This design comes from an exercise in tuning for small area on the open sky130 flow, not from production work.
Function was checked by simulation only, so behaviour that the tests miss may differ from the original.

==> zinc <==
==> flow/design.v <==
module bomba (
    input  wire clk,
    input  wire reset,       
    input  wire activar,
    output reg  led          
);
    localparam [18:0] SEED = 19'b1010101100010111010;
    localparam [18:0] K500 = 19'b0000001010100011110;   
    localparam [18:0] DIFF = 19'b0000000000000100000;   
    localparam [18:0] POL  = 19'b1010101010101010101;
    reg  [18:0] b;
    wire [18:0] v = b ^ POL;
    wire m18  = ((v ^ K500) & ~DIFF) == 19'd0;     
    wire wrap = m18 & ((v & DIFF) == (K500 & DIFF));  
    wire fb   = ~(v[18] ^ v[17] ^ v[16] ^ v[13]);
    wire [18:0] vn = (!reset || wrap) ? SEED : {v[17:0], fb};
    always @(posedge clk) begin
        b <= vn ^ POL;
        if (!reset)
            led <= 1'b0;
        else if (led)
            led <= ~(wrap & activar);
        else
            led <= m18;    
    end
endmodule
module LCD1602_controller (
    input  wire clk,
    input  wire reset,
    input  wire ready_i,
    input  wire sel_text_i,
    output wire rs,
    output wire rw,
    output wire enable,
    output wire [7:0] data
);
    localparam [9:0] DSEED = 10'd0;
    localparam [9:0] DTERM = DTERM_F(0);
    function [9:0] DTERM_F(input integer dummy);
        integer i; reg [9:0] s;
        begin
            s = DSEED;
            for (i = 0; i < 799; i = i + 1) s = {s[8:0], ~(s[9] ^ s[6])};
            DTERM_F = s;
        end
    endfunction
    reg [9:0] d;
    reg e;
    wire dterm = (d == DTERM);
    wire tick = dterm & ~e;
    always @(posedge clk) begin
        if (!reset) begin
            d <= DSEED;
            e <= 1'b0;
        end else begin
            d <= dterm ? DSEED : {d[8:0], ~(d[9] ^ d[6])};
            e <= e ^ dterm;
        end
    end
    reg [5:0] pos;
    reg sel;
    always @(posedge clk) begin
        if (!reset) begin
            pos <= 6'd0;
            sel <= 1'b0;
        end else if (tick) begin
            if (pos == 6'd0) pos <= ready_i ? 6'd1 : 6'd0;
            else if (pos == 6'd43) pos <= 6'd38;
            else pos <= pos + 6'd1;
            if (pos == 6'd37 || pos == 6'd43) sel <= sel_text_i;
        end
    end
    reg [8:0] o;
    always @(*) begin
        case (pos)
            6'd0:  o = 9'h000;
            6'd1:  o = 9'h038;
            6'd2:  o = 9'h006;
            6'd3:  o = 9'h00C;
            6'd4:  o = 9'h001;
            6'd5:  o = 9'h145;
            6'd6:  o = 9'h173;
            6'd7:  o = 9'h174;
            6'd8:  o = 9'h161;
            6'd9:  o = 9'h164;
            6'd10: o = 9'h16F;
            6'd11: o = 9'h120;
            6'd12: o = 9'h154;
            6'd13: o = 9'h161;
            6'd14: o = 9'h16E;
            6'd15: o = 9'h171;
            6'd16: o = 9'h175;
            6'd17: o = 9'h165;
            6'd18: o = 9'h13A;
            6'd19: o = 9'h120;
            6'd20: o = 9'h120;
            6'd21: o = 9'h0C0;
            6'd38: o = 9'h0C0;
            6'd39: o = sel ? 9'h16C : 9'h176;
            6'd40: o = sel ? 9'h16C : 9'h161;
            6'd41: o = sel ? 9'h165 : 9'h163;
            6'd42: o = sel ? 9'h16E : 9'h169;
            6'd43: o = 9'h16F;
            default: o = 9'h120;    
        endcase
    end
    assign rs = o[8];
    assign data = o[7:0];
    assign enable = e;
    assign rw = 1'b0;
endmodule
module Proyectomatas #(
    parameter NUM_COMMANDS = 4,
    parameter NUM_DATA_ALL = 32,
    parameter NUM_DATA_PERLINE = 16,
    parameter DATA_BITS = 8,
    parameter COUNT_MAX = 800
)(
    input  wire clk,
    input  wire reset,
    input  wire ready_i,
    input  wire sel_text_i,
    input  wire activar,
    output wire led,
    output wire rs,
    output wire rw,
    output wire enable,
    output wire [DATA_BITS-1:0] data
);
    bomba u0 (
        .clk(clk),
        .reset(reset),
        .activar(activar),
        .led(led)
    );
    LCD1602_controller u1 (
        .clk(clk),
        .reset(reset),
        .ready_i(ready_i),
        .sel_text_i(sel_text_i),
        .rs(rs),
        .rw(rw),
        .enable(enable),
        .data(data)
    );
endmodule
==> flow/run.sh <==
#!/bin/bash
# synth_recipe.tcl (not shown) runs the flow's synth.tcl, then flattens the netlist and writes it again
# the make line also repeats each setting of config.mk as NAME=value (left out here)
make -C /OpenROAD-flow-scripts/flow DESIGN_CONFIG=/design/flow/config.mk WORK_HOME=/design/flow/orfs CLKGATE_MAP_FILE= SYNTH_SCRIPT=/design/flow/synth_recipe.tcl finish
==> flow/config.mk <==
export PLATFORM = sky130hd
export DESIGN_NAME = Proyectomatas
export DESIGN_NICKNAME = Proyectomatas
export VERILOG_FILES = /design/flow/design.v
export SDC_FILE = /design/flow/constraint.sdc
export NUM_CORES = 4
export LEC_CHECK = 0
export ABC_AREA = 1
export CAP_MARGIN = 20
export CORE_MARGIN = 2
export CORE_UTILIZATION = 40
export PLACE_DENSITY = 0.6
export SLEW_MARGIN = 20
==> flow/constraint.sdc <==
create_clock -name core_clock -period 10.0 [get_ports {clk}]
set_input_delay 2.0000 -clock core_clock [delete_from_list [all_inputs] [get_ports {clk}]]
set_output_delay 2.0000 -clock core_clock [all_outputs]
set_load 0.01 [all_outputs]
==> inputs of lagoon, as changes to zinc <==
--- a/flow/config.mk
+++ b/flow/config.mk
@@ -7,3 +7,2 @@
 export LEC_CHECK = 0
-export ABC_AREA = 1
 export CAP_MARGIN = 20
==> flow_metrics.tcl <==
set metrics [dict create \
    final_cell_mix "dfxtp_1 (38), nor2_1 (21), nand2_1 (16)" \
    crit_end "data[5]" \
    met1_usage 0.186 \
    vias 1696 \
    final_util 0.457 \
    dieArea_um2 5980 \
    synth_simple_gate_area_frac 0.311 \
    seqPwrFrac 0.545 \
    cp_cell_sequence "nor3b_1, nor2b_1, nor4b_4, o311ai_1, clkdlybuf4s50_1" \
    hpwl_mm 2.82 \
    place_ws_ns 5.56 \
    powerClk_uw 124 \
    yosys-top-cells-area "dfxtp_1 (35%), nor2_1 (3.7%), ha_1 (3.5%)" \
    status "no timing/DRC/antenna violations" \
    power.total_uw 296 \
]
Source of the figures above: lagoon

==> flow_metrics.tcl <==
set metrics [dict create \
    status "no timing/DRC/antenna violations" \
    final_util 0.485 \
    dieArea_um2 5510 \
    synth_simple_gate_area_frac 0.403 \
    powerClk_uw 157 \
    power.total_uw 330 \
    place_ws_ns 5.90 \
    seqPwrFrac 0.489 \
    hpwl_mm 3.00 \
    vias 1682 \
    seq_area_um2 761 \
    fin_nets 300 \
    yosys-top-cells-area "dfxtp_1 (39%), nand2_1 (9.9%), nor2_1 (8.2%)" \
    met1_usage 0.209 \
    critical_path_class "reg2out" \
    crit_end "rs" \
]
Source of the figures above: zinc

static timing again, ports no longer ideal:
No port has a modelled driver above. Below, the same layouts with a new extraction and two added sets of constraints. Step 1 sets driving cells, clkbuf_16 on the clock port and buf_2 on the other inputs (assumed; they add their load-dependent delay and slew). Step 2 adds t to the input delays and takes it off the output delays; t is the mean of the earliest and latest rising clock arrival at the registers after step 1. Input paths then give back, and output paths get back, about the clock's delay inside the block. Slacks: no drivers / after step 1 / after step 2; pairs: no drivers / after step 1.
| run | shift t [ns] | slack for setup (ns) | worst hold slack (ns) | worst setup path after step 2 | worst data-port slew with drivers (ns) |
|---|---|---|---|---|---|
| zinc | 0.301 | 5.613 / 5.589 / 5.891 | 0.383 / 0.383 / 0.383 | register to output | 0.03 |
| lagoon | 0.305 | 5.234 / 5.211 / 5.516 | 0.377 / 0.377 / 0.377 | register to output | 0.03 |
After both steps every run listed still meets setup and hold.
